Context: an optimization exercise on an open-source flow, tuned for small area, a short achievable clock period and few clock cycles. The choices shown serve that exercise and are no tape-out recipe. At most, simulation tests tie the RTL to the original design; equivalence was not proved. Power and IR drop assume default switching activity.

==> inputs of 08-13 <==
## source_64bit_mod3
module source_64bit_mod3(s, f, x, e, clk);
output [1:0] s;
output reg f;
input wire [63:0] x;
input wire e;
input wire clk;
wire n1; g_nand2 u1 (.a(x[2]), .b(x[0]), .y(n1));
wire n2; g_nor2 u2 (.a(x[3]), .b(n1), .y(n2));
wire n3; g_nor2 u3 (.a(x[2]), .b(x[0]), .y(n3));
wire n4; g_a21oi u4 (.a1(x[3]), .a2(n3), .b1(n2), .y(n4));
wire n5; g_nand2 u5 (.a(x[1]), .b(n4), .y(n5));
wire n6; g_a211oi u6 (.a1(x[3]), .a2(n1), .b1(n2), .c1(n3), .y(n6));
wire n7; g_o22ai u7 (.a1(x[1]), .a2(n4), .b1(n5), .b2(n6), .y(n7));
wire n8; g_o21a u8 (.a1(x[1]), .a2(n6), .b1(n5), .y(n8));
wire n9; g_nand2 u9 (.a(x[6]), .b(x[4]), .y(n9));
wire n10; g_nor2 u10 (.a(x[7]), .b(n9), .y(n10));
wire n11; g_nor2 u11 (.a(x[6]), .b(x[4]), .y(n11));
wire n12; g_a21oi u12 (.a1(x[7]), .a2(n11), .b1(n10), .y(n12));
wire n13; g_nand2 u13 (.a(x[5]), .b(n12), .y(n13));
wire n14; g_a211oi u14 (.a1(x[7]), .a2(n9), .b1(n10), .c1(n11), .y(n14));
wire n15; g_o22ai u15 (.a1(x[5]), .a2(n12), .b1(n13), .b2(n14), .y(n15));
wire n16; g_o21a u16 (.a1(x[5]), .a2(n14), .b1(n13), .y(n16));
wire n17; g_nand2 u17 (.a(x[10]), .b(x[8]), .y(n17));
  ...
Settings: LEC_CHECK=0, CAP_MARGIN=20, CORE_AREA=5 5 85 85, CTS_BUF_LIST=sky130_fd_sc_hd__clkbuf_2, DIE_AREA=0 0 90 90, SLEW_MARGIN=20, SYNTH_HIERARCHICAL=1, BUFFER_PORTS_ARGS=-buffer_cell sky130_fd_sc_hd__buf_1, POST_FLOORPLAN_TCL=/design/flow/flow/downsize.tcl; clock period 4.5 ns.
standard.sh (not shown) runs the stock make flow with config.mk's settings and CLKGATE_MAP_FILE= SYNTH_SCRIPT=/design/flow/synth_recipe.tcl, a recipe that flattens the netlist after the stock synthesis.
==> flow/flow/run.sh <==
#!/bin/bash
HERE=$(pwd)
cat >> config.mk <<EOC
export BUFFER_PORTS_ARGS = -buffer_cell sky130_fd_sc_hd__buf_1
export POST_FLOORPLAN_TCL = $HERE/flow/downsize.tcl
EOC
bash standard.sh > standard.log 2>&1
==> flow/flow/downsize.tcl <==
# After floorplan: put every logic gate that synthesis upsized back to its _1 size.
# Timing repair later in the flow still upsizes whatever it needs to.
set db [ord::get_db]
set block [[$db getChip] getBlock]
set n 0
foreach inst [$block getInsts] {
  set name [[$inst getMaster] getName]
  if {[regexp {^(sky130_fd_sc_hd__(a21oi|a211oi|a22oi|o21ai|o22ai|o21a|nand2|nand3|nor2|nor3|xor2|xnor2))_[248]$} $name -> base]} {
    set new [$db findMaster ${base}_1]
    if {$new ne "NULL" && $new ne ""} {
      $inst swapMaster $new
      incr n
    }
  }
}
puts "downsize.tcl: resized $n instances to drive strength 1"
==> 02-07: changes against 08-13 <==
--- a/flow/design.v
+++ b/flow/design.v
@@ -277,36 +277,42 @@
 always @(posedge clk) begin
   f <= e;
   r <= {n244, n248, n234, n238, n224, n228, n214, n218};
 end
 wire n249; g_nor2 u249 (.a(r[0]), .b(r[1]), .y(n249));
 wire n250; g_nor2 u250 (.a(r[2]), .b(r[3]), .y(n250));
-wire n251; g_nand2 u251 (.a(n249), .b(r[3]), .y(n251));
-wire n252; g_nand2 u252 (.a(r[1]), .b(n250), .y(n252));
-wire n253; g_nand2 u253 (.a(r[0]), .b(r[2]), .y(n253));
+wire n251; g_nand2 u251 (.a(n249), .b(n250), .y(n251));
+wire n252; g_nand2 u252 (.a(r[1]), .b(r[2]), .y(n252));
+wire n253; g_nand2 u253 (.a(r[0]), .b(r[3]), .y(n253));
 wire n254; g_nand3 u254 (.a(n251), .b(n252), .c(n253), .y(n254));
-wire n255; g_nand2 u255 (.a(n249), .b(r[2]), .y(n255));
-wire n256; g_nand2 u256 (.a(r[1]), .b(r[3]), .y(n256));
-wire n257; g_nand2 u257 (.a(r[0]), .b(n250), .y(n257));
+wire n255; g_nand2 u255 (.a(n249), .b(r[3]), .y(n255));
+wire n256; g_nand2 u256 (.a(r[1]), .b(n250), .y(n256));
+wire n257; g_nand2 u257 (.a(r[0]), .b(r[2]), .y(n257));
 wire n258; g_nand3 u258 (.a(n255), .b(n256), .c(n257), .y(n258));
-wire n259; g_nor2 u259 (.a(r[4]), .b(r[5]), .y(n259));
-wire n260; g_nor2 u260 (.a(r[6]), .b(r[7]), .y(n260));
-wire n261; g_nand2 u261 (.a(n259), .b(r[7]), .y(n261));
-wire n262; g_nand2 u262 (.a(r[5]), .b(n260), .y(n262));
-wire n263; g_nand2 u263 (.a(r[4]), .b(r[6]), .y(n263));
-wire n264; g_nand3 u264 (.a(n261), .b(n262), .c(n263), .y(n264));
-wire n265; g_nand2 u265 (.a(n259), .b(r[6]), .y(n265));
-wire n266; g_nand2 u266 (.a(r[5]), .b(r[7]), .y(n266));
-wire n267; g_nand2 u267 (.a(r[4]), .b(n260), .y(n267));
+wire n259; g_nand2 u259 (.a(n249), .b(r[2]), .y(n259));
+wire n260; g_nand2 u260 (.a(r[1]), .b(r[3]), .y(n260));
+wire n261; g_nand2 u261 (.a(r[0]), .b(n250), .y(n261));
+wire n262; g_nand3 u262 (.a(n259), .b(n260), .c(n261), .y(n262));
+wire n263; g_nor2 u263 (.a(r[4]), .b(r[5]), .y(n263));
+wire n264; g_nor2 u264 (.a(r[6]), .b(r[7]), .y(n264));
+wire n265; g_nand2 u265 (.a(n263), .b(n264), .y(n265));
+wire n266; g_nand2 u266 (.a(r[5]), .b(r[6]), .y(n266));
+wire n267; g_nand2 u267 (.a(r[4]), .b(r[7]), .y(n267));
 wire n268; g_nand3 u268 (.a(n265), .b(n266), .c(n267), .y(n268));
-wire n269; g_nor2 u269 (.a(n258), .b(n254), .y(n269));
-wire n270; g_nor2 u270 (.a(n268), .b(n264), .y(n270));
-wire n271; g_nand2 u271 (.a(n269), .b(n264), .y(n271));
-wire n272; g_nand2 u272 (.a(n254), .b(n270), .y(n272));
-wire n273; g_nand2 u273 (.a(n258), .b(n268), .y(n273));
-wire n274; g_nand3 u274 (.a(n271), .b(n272), .c(n273), .y(n274));
-wire n275; g_nand2 u275 (.a(n269), .b(n268), .y(n275));
-wire n276; g_nand2 u276 (.a(n254), .b(n264), .y(n276));
-wire n277; g_nand2 u277 (.a(n258), .b(n270), .y(n277));
-wire n278; g_nand3 u278 (.a(n275), .b(n276), .c(n277), .y(n278));
-assign s = {n278, n274};
+wire n269; g_nand2 u269 (.a(n263), .b(r[7]), .y(n269));
+wire n270; g_nand2 u270 (.a(r[5]), .b(n264), .y(n270));
+wire n271; g_nand2 u271 (.a(r[4]), .b(r[6]), .y(n271));
+wire n272; g_nand3 u272 (.a(n269), .b(n270), .c(n271), .y(n272));
+wire n273; g_nand2 u273 (.a(n263), .b(r[6]), .y(n273));
+wire n274; g_nand2 u274 (.a(r[5]), .b(r[7]), .y(n274));
+wire n275; g_nand2 u275 (.a(r[4]), .b(n264), .y(n275));
+wire n276; g_nand3 u276 (.a(n273), .b(n274), .c(n275), .y(n276));
+wire n277; g_nand2 u277 (.a(n254), .b(n272), .y(n277));
+wire n278; g_nand2 u278 (.a(n258), .b(n268), .y(n278));
+wire n279; g_nand2 u279 (.a(n262), .b(n276), .y(n279));
+wire n280; g_nand3 u280 (.a(n277), .b(n278), .c(n279), .y(n280));
+wire n281; g_nand2 u281 (.a(n254), .b(n276), .y(n281));
+wire n282; g_nand2 u282 (.a(n258), .b(n272), .y(n282));
+wire n283; g_nand2 u283 (.a(n262), .b(n268), .y(n283));
+wire n284; g_nand3 u284 (.a(n281), .b(n282), .c(n283), .y(n284));
+assign s = {n284, n280};
 endmodule
==> flow/config.mk (replaced) <==
export PLATFORM = sky130hd
export DESIGN_NAME = source_64bit_mod3
export DESIGN_NICKNAME = source_64bit_mod3
export VERILOG_FILES = /design/flow/design.v
export SDC_FILE = /design/flow/constraint.sdc
export NUM_CORES = 4
export LEC_CHECK = 0
export CAP_MARGIN = 20
export CORE_AREA = 4 4 62 62
export CTS_BUF_LIST = sky130_fd_sc_hd__clkbuf_2
export DIE_AREA = 0 0 66 66
export SLEW_MARGIN = 20
export SYNTH_HIERARCHICAL = 1
export BUFFER_PORTS_ARGS = -buffer_cell sky130_fd_sc_hd__buf_1
export POST_FLOORPLAN_TCL = /design/flow/flow/downsize.tcl
==> 03-18: changes against 08-13 <==
--- a/flow/design.v
+++ b/flow/design.v
@@ -277,36 +277,42 @@
 always @(posedge clk) begin
   f <= e;
   r <= {n244, n248, n234, n238, n224, n228, n214, n218};
 end
 wire n249; g_nor2 u249 (.a(r[0]), .b(r[1]), .y(n249));
 wire n250; g_nor2 u250 (.a(r[2]), .b(r[3]), .y(n250));
-wire n251; g_nand2 u251 (.a(n249), .b(r[3]), .y(n251));
-wire n252; g_nand2 u252 (.a(r[1]), .b(n250), .y(n252));
-wire n253; g_nand2 u253 (.a(r[0]), .b(r[2]), .y(n253));
+wire n251; g_nand2 u251 (.a(n249), .b(n250), .y(n251));
+wire n252; g_nand2 u252 (.a(r[1]), .b(r[2]), .y(n252));
+wire n253; g_nand2 u253 (.a(r[0]), .b(r[3]), .y(n253));
 wire n254; g_nand3 u254 (.a(n251), .b(n252), .c(n253), .y(n254));
-wire n255; g_nand2 u255 (.a(n249), .b(r[2]), .y(n255));
-wire n256; g_nand2 u256 (.a(r[1]), .b(r[3]), .y(n256));
-wire n257; g_nand2 u257 (.a(r[0]), .b(n250), .y(n257));
+wire n255; g_nand2 u255 (.a(n249), .b(r[3]), .y(n255));
+wire n256; g_nand2 u256 (.a(r[1]), .b(n250), .y(n256));
+wire n257; g_nand2 u257 (.a(r[0]), .b(r[2]), .y(n257));
 wire n258; g_nand3 u258 (.a(n255), .b(n256), .c(n257), .y(n258));
-wire n259; g_nor2 u259 (.a(r[4]), .b(r[5]), .y(n259));
-wire n260; g_nor2 u260 (.a(r[6]), .b(r[7]), .y(n260));
-wire n261; g_nand2 u261 (.a(n259), .b(r[7]), .y(n261));
-wire n262; g_nand2 u262 (.a(r[5]), .b(n260), .y(n262));
-wire n263; g_nand2 u263 (.a(r[4]), .b(r[6]), .y(n263));
-wire n264; g_nand3 u264 (.a(n261), .b(n262), .c(n263), .y(n264));
-wire n265; g_nand2 u265 (.a(n259), .b(r[6]), .y(n265));
-wire n266; g_nand2 u266 (.a(r[5]), .b(r[7]), .y(n266));
-wire n267; g_nand2 u267 (.a(r[4]), .b(n260), .y(n267));
+wire n259; g_nand2 u259 (.a(n249), .b(r[2]), .y(n259));
+wire n260; g_nand2 u260 (.a(r[1]), .b(r[3]), .y(n260));
+wire n261; g_nand2 u261 (.a(r[0]), .b(n250), .y(n261));
+wire n262; g_nand3 u262 (.a(n259), .b(n260), .c(n261), .y(n262));
+wire n263; g_nor2 u263 (.a(r[4]), .b(r[5]), .y(n263));
+wire n264; g_nor2 u264 (.a(r[6]), .b(r[7]), .y(n264));
+wire n265; g_nand2 u265 (.a(n263), .b(n264), .y(n265));
+wire n266; g_nand2 u266 (.a(r[5]), .b(r[6]), .y(n266));
+wire n267; g_nand2 u267 (.a(r[4]), .b(r[7]), .y(n267));
 wire n268; g_nand3 u268 (.a(n265), .b(n266), .c(n267), .y(n268));
-wire n269; g_nor2 u269 (.a(n258), .b(n254), .y(n269));
-wire n270; g_nor2 u270 (.a(n268), .b(n264), .y(n270));
-wire n271; g_nand2 u271 (.a(n269), .b(n264), .y(n271));
-wire n272; g_nand2 u272 (.a(n254), .b(n270), .y(n272));
-wire n273; g_nand2 u273 (.a(n258), .b(n268), .y(n273));
-wire n274; g_nand3 u274 (.a(n271), .b(n272), .c(n273), .y(n274));
-wire n275; g_nand2 u275 (.a(n269), .b(n268), .y(n275));
-wire n276; g_nand2 u276 (.a(n254), .b(n264), .y(n276));
-wire n277; g_nand2 u277 (.a(n258), .b(n270), .y(n277));
-wire n278; g_nand3 u278 (.a(n275), .b(n276), .c(n277), .y(n278));
-assign s = {n278, n274};
+wire n269; g_nand2 u269 (.a(n263), .b(r[7]), .y(n269));
+wire n270; g_nand2 u270 (.a(r[5]), .b(n264), .y(n270));
+wire n271; g_nand2 u271 (.a(r[4]), .b(r[6]), .y(n271));
+wire n272; g_nand3 u272 (.a(n269), .b(n270), .c(n271), .y(n272));
+wire n273; g_nand2 u273 (.a(n263), .b(r[6]), .y(n273));
+wire n274; g_nand2 u274 (.a(r[5]), .b(r[7]), .y(n274));
+wire n275; g_nand2 u275 (.a(r[4]), .b(n264), .y(n275));
+wire n276; g_nand3 u276 (.a(n273), .b(n274), .c(n275), .y(n276));
+wire n277; g_nand2 u277 (.a(n254), .b(n272), .y(n277));
+wire n278; g_nand2 u278 (.a(n258), .b(n268), .y(n278));
+wire n279; g_nand2 u279 (.a(n262), .b(n276), .y(n279));
+wire n280; g_nand3 u280 (.a(n277), .b(n278), .c(n279), .y(n280));
+wire n281; g_nand2 u281 (.a(n254), .b(n276), .y(n281));
+wire n282; g_nand2 u282 (.a(n258), .b(n272), .y(n282));
+wire n283; g_nand2 u283 (.a(n262), .b(n268), .y(n283));
+wire n284; g_nand3 u284 (.a(n281), .b(n282), .c(n283), .y(n284));
+assign s = {n284, n280};
 endmodule
--- a/flow/config.mk
+++ b/flow/config.mk
@@ -6,10 +6,11 @@
 export NUM_CORES = 4
 export LEC_CHECK = 0
 export CAP_MARGIN = 20
 export CORE_AREA = 5 5 85 85
 export CTS_BUF_LIST = sky130_fd_sc_hd__clkbuf_2
 export DIE_AREA = 0 0 90 90
+export SETUP_SLACK_MARGIN = 2.4
 export SLEW_MARGIN = 20
 export SYNTH_HIERARCHICAL = 1
 export BUFFER_PORTS_ARGS = -buffer_cell sky130_fd_sc_hd__buf_1
 export POST_FLOORPLAN_TCL = /design/flow/flow/downsize.tcl
==> 03-20: changes against 08-13 <==
--- a/flow/design.v
+++ b/flow/design.v
@@ -17,13 +17,13 @@
 assign y = (a1 | a2) & b1;
 endmodule
 module g_o22ai(input a1,a2,b1,b2, output y);
 assign y = ~((a1 | a2) & (b1 | b2));
 endmodule
 module source_64bit_mod3(s, f, x, e, clk);
-output [1:0] s;
+output reg [1:0] s;
 output reg f;
 input wire [63:0] x;
 input wire e;
 input wire clk;
 wire n1; g_nand2 u1 (.a(x[2]), .b(x[0]), .y(n1));
 wire n2; g_nor2 u2 (.a(x[3]), .b(n1), .y(n2));
@@ -270,43 +270,41 @@
 wire n243; g_nand2 u243 (.a(n198), .b(n208), .y(n243));
 wire n244; g_nand3 u244 (.a(n241), .b(n242), .c(n243), .y(n244));
 wire n245; g_nand2 u245 (.a(n239), .b(n208), .y(n245));
 wire n246; g_nand2 u246 (.a(n194), .b(n204), .y(n246));
 wire n247; g_nand2 u247 (.a(n198), .b(n240), .y(n247));
 wire n248; g_nand3 u248 (.a(n245), .b(n246), .c(n247), .y(n248));
-reg [7:0] r;
-always @(posedge clk) begin
-  f <= e;
-  r <= {n244, n248, n234, n238, n224, n228, n214, n218};
-end
-wire n249; g_nor2 u249 (.a(r[0]), .b(r[1]), .y(n249));
-wire n250; g_nor2 u250 (.a(r[2]), .b(r[3]), .y(n250));
-wire n251; g_nand2 u251 (.a(n249), .b(r[3]), .y(n251));
-wire n252; g_nand2 u252 (.a(r[1]), .b(n250), .y(n252));
-wire n253; g_nand2 u253 (.a(r[0]), .b(r[2]), .y(n253));
+wire n249; g_nor2 u249 (.a(n218), .b(n214), .y(n249));
+wire n250; g_nor2 u250 (.a(n228), .b(n224), .y(n250));
+wire n251; g_nand2 u251 (.a(n249), .b(n224), .y(n251));
+wire n252; g_nand2 u252 (.a(n214), .b(n250), .y(n252));
+wire n253; g_nand2 u253 (.a(n218), .b(n228), .y(n253));
 wire n254; g_nand3 u254 (.a(n251), .b(n252), .c(n253), .y(n254));
-wire n255; g_nand2 u255 (.a(n249), .b(r[2]), .y(n255));
-wire n256; g_nand2 u256 (.a(r[1]), .b(r[3]), .y(n256));
-wire n257; g_nand2 u257 (.a(r[0]), .b(n250), .y(n257));
+wire n255; g_nand2 u255 (.a(n249), .b(n228), .y(n255));
+wire n256; g_nand2 u256 (.a(n214), .b(n224), .y(n256));
+wire n257; g_nand2 u257 (.a(n218), .b(n250), .y(n257));
 wire n258; g_nand3 u258 (.a(n255), .b(n256), .c(n257), .y(n258));
-wire n259; g_nor2 u259 (.a(r[4]), .b(r[5]), .y(n259));
-wire n260; g_nor2 u260 (.a(r[6]), .b(r[7]), .y(n260));
-wire n261; g_nand2 u261 (.a(n259), .b(r[7]), .y(n261));
-wire n262; g_nand2 u262 (.a(r[5]), .b(n260), .y(n262));
-wire n263; g_nand2 u263 (.a(r[4]), .b(r[6]), .y(n263));
+wire n259; g_nor2 u259 (.a(n238), .b(n234), .y(n259));
+wire n260; g_nor2 u260 (.a(n248), .b(n244), .y(n260));
+wire n261; g_nand2 u261 (.a(n259), .b(n244), .y(n261));
+wire n262; g_nand2 u262 (.a(n234), .b(n260), .y(n262));
+wire n263; g_nand2 u263 (.a(n238), .b(n248), .y(n263));
 wire n264; g_nand3 u264 (.a(n261), .b(n262), .c(n263), .y(n264));
-wire n265; g_nand2 u265 (.a(n259), .b(r[6]), .y(n265));
-wire n266; g_nand2 u266 (.a(r[5]), .b(r[7]), .y(n266));
-wire n267; g_nand2 u267 (.a(r[4]), .b(n260), .y(n267));
+wire n265; g_nand2 u265 (.a(n259), .b(n248), .y(n265));
+wire n266; g_nand2 u266 (.a(n234), .b(n244), .y(n266));
+wire n267; g_nand2 u267 (.a(n238), .b(n260), .y(n267));
 wire n268; g_nand3 u268 (.a(n265), .b(n266), .c(n267), .y(n268));
 wire n269; g_nor2 u269 (.a(n258), .b(n254), .y(n269));
 wire n270; g_nor2 u270 (.a(n268), .b(n264), .y(n270));
 wire n271; g_nand2 u271 (.a(n269), .b(n264), .y(n271));
 wire n272; g_nand2 u272 (.a(n254), .b(n270), .y(n272));
 wire n273; g_nand2 u273 (.a(n258), .b(n268), .y(n273));
 wire n274; g_nand3 u274 (.a(n271), .b(n272), .c(n273), .y(n274));
 wire n275; g_nand2 u275 (.a(n269), .b(n268), .y(n275));
 wire n276; g_nand2 u276 (.a(n254), .b(n264), .y(n276));
 wire n277; g_nand2 u277 (.a(n258), .b(n270), .y(n277));
 wire n278; g_nand3 u278 (.a(n275), .b(n276), .c(n277), .y(n278));
-assign s = {n278, n274};
+always @(posedge clk) begin
+  f <= e;
+  s <= {n278, n274};
+end
 endmodule
==> comparison table <==
Net count of the mapped netlist: 03-18 361; 03-20 347; 08-13 355; 02-07 361
Largest net degree at the start of global routing: 03-18 6; 03-20 4; 08-13 6; 02-07 6
Netlist area before placement: 03-18 1622 um^2; 03-20 1461 um^2; 08-13 1597 um^2; 02-07 1622 um^2
Fraction of met1 tracks used by global routing: 03-18 8.972%; 03-20 8.496%; 08-13 9.774%; 02-07 19.55%
Seq pwr: 03-18 0.000152 W; 03-20 0.0000393 W; 08-13 0.000124 W; 02-07 0.000128 W
Highest achievable clock rate: 03-18 486.8 MHz; 03-20 374.1 MHz; 08-13 443.7 MHz; 02-07 466.9 MHz
Number of detailed-route iterations in the first pass: 03-18 5; 03-20 4; 08-13 4; 02-07 4
Clock-pin slew on the worst setup and hold paths: 03-18 110 ps; 03-20 40 ps; 08-13 100 ps; 02-07 80 ps
Register fraction of the total cell area: 03-18 8.934%; 03-20 3.548%; 08-13 9.938%; 02-07 10.03%
Number of global-route vias before repair: 03-18 1803; 03-20 1814; 08-13 1844; 02-07 1641
Outcome: 03-18 timing/DRC/antenna clean; 03-20 timing/DRC/antenna clean; 08-13 timing/DRC/antenna clean; 02-07 timing/DRC/antenna clean
Launching instance or port of the critical path: 03-18 r[5]; 03-20 x[2]; 08-13 r[4]; 02-07 r[7]
Post-placement worst setup slack: 03-18 2222 ps; 03-20 1636 ps; 08-13 2245 ps; 02-07 2277 ps
Hold Worst Slack: 03-18 737.7 ps; 03-20 797.3 ps; 08-13 730.8 ps; 02-07 758.8 ps
Top cell type's share of synthesized area: 03-18 29.63%; 03-20 31.34%; 08-13 28.68%; 02-07 29.63%
Area of the multi-input gates: 03-18 1652 um^2; 03-20 1261 um^2; 08-13 1261 um^2; 02-07 1286 um^2
P_sw: 03-18 0.0002938 W; 03-20 0.0002039 W; 08-13 0.0002365 W; 02-07 0.0002305 W
Count of routing violations after the opening detailed-route iteration: 03-18 26; 03-20 31; 08-13 51; 02-07 54
Actual transition at the worst max-transition pin: 03-18 264.4 ps; 03-20 303.1 ps; 08-13 290.9 ps; 02-07 289.8 ps
Chip height: 03-18 90 um; 03-20 90 um; 08-13 90 um; 02-07 66 um
Filler instances: 03-18 689; 03-20 720; 08-13 726; 02-07 332
Peak ir drop on the vdd network: 03-18 0.1318 mV; 03-20 0.06015 mV; 08-13 0.1022 mV; 02-07 0.1464 mV
Simple-Gate Fraction of Synth Area: 03-18 53.40%; 03-20 57.53%; 08-13 52.66%; 02-07 53.40%
Finished Core Util: 03-18 35.70%; 03-20 26.97%; 08-13 28.88%; 02-07 57.44%
Detailed-routed wire length on met3: 03-18 150 um; 03-20 174 um; 08-13 178 um; 02-07 252 um
Setup ws final: 03-18 2446 ps; 03-20 1827 ps; 08-13 2246 ps; 02-07 2358 ps
Testbench counts of 02-07, summed over its fixed seeds: cycles 1,600.
Testbench counts of 03-18, summed over its fixed seeds: cycles 1,600.
Only the layout flow was run in 08-13 and 03-20; the RTL was not checked for function there.

==> port drivers added, routing unchanged <==
The results above use ideal ports. As a check the final layouts listed here were re-extracted and re-timed, cells and wires unchanged.
Step 1 (the two cells are an assumption about what drives the block):
set clk [get_ports {clk}]
set_driving_cell -lib_cell sky130_fd_sc_hd__clkbuf_16 $clk
set_driving_cell -lib_cell sky130_fd_sc_hd__buf_2 [delete_from_list [all_inputs] $clk]
Step 2, shift: input delay + t, output delay - t, t = (earliest + latest rising clock arrival at the registers) / 2. This alone moves slack from input paths to output paths.
a / b / c = ideal ports / drivers / drivers and shift; a / b = the first two.
| run | t (ns) | slack for setup (ns) | hold slack, ns | clock arrival spread, ns | worst data-port slew with drivers (ns) |
|---|---|---|---|---|---|
| 08-13 | 0.272 | 2.246 / 2.222 / 2.232 | 0.731 / 0.730 / 1.002 | 0.006 / 0.006 | 0.04 |
| 02-07 | 0.248 | 2.358 / 2.339 / 2.262 | 0.759 / 0.763 / 1.011 | 0.003 / 0.003 | 0.03 |
| 03-18 | 0.255 | 2.446 / 2.425 / 2.246 | 0.738 / 0.742 / 0.997 | 0.018 / 0.019 | 0.04 |
| 03-20 | 0.207 | 1.827 / 1.820 / 1.613 | 0.797 / 0.809 / 1.016 | 0.000 / 0.001 | 0.04 |
After both steps every run listed still meets setup and hold. The setup slack of 03-20, which loses most, moves by -0.007 ns with the drivers and by -0.214 ns with both steps.
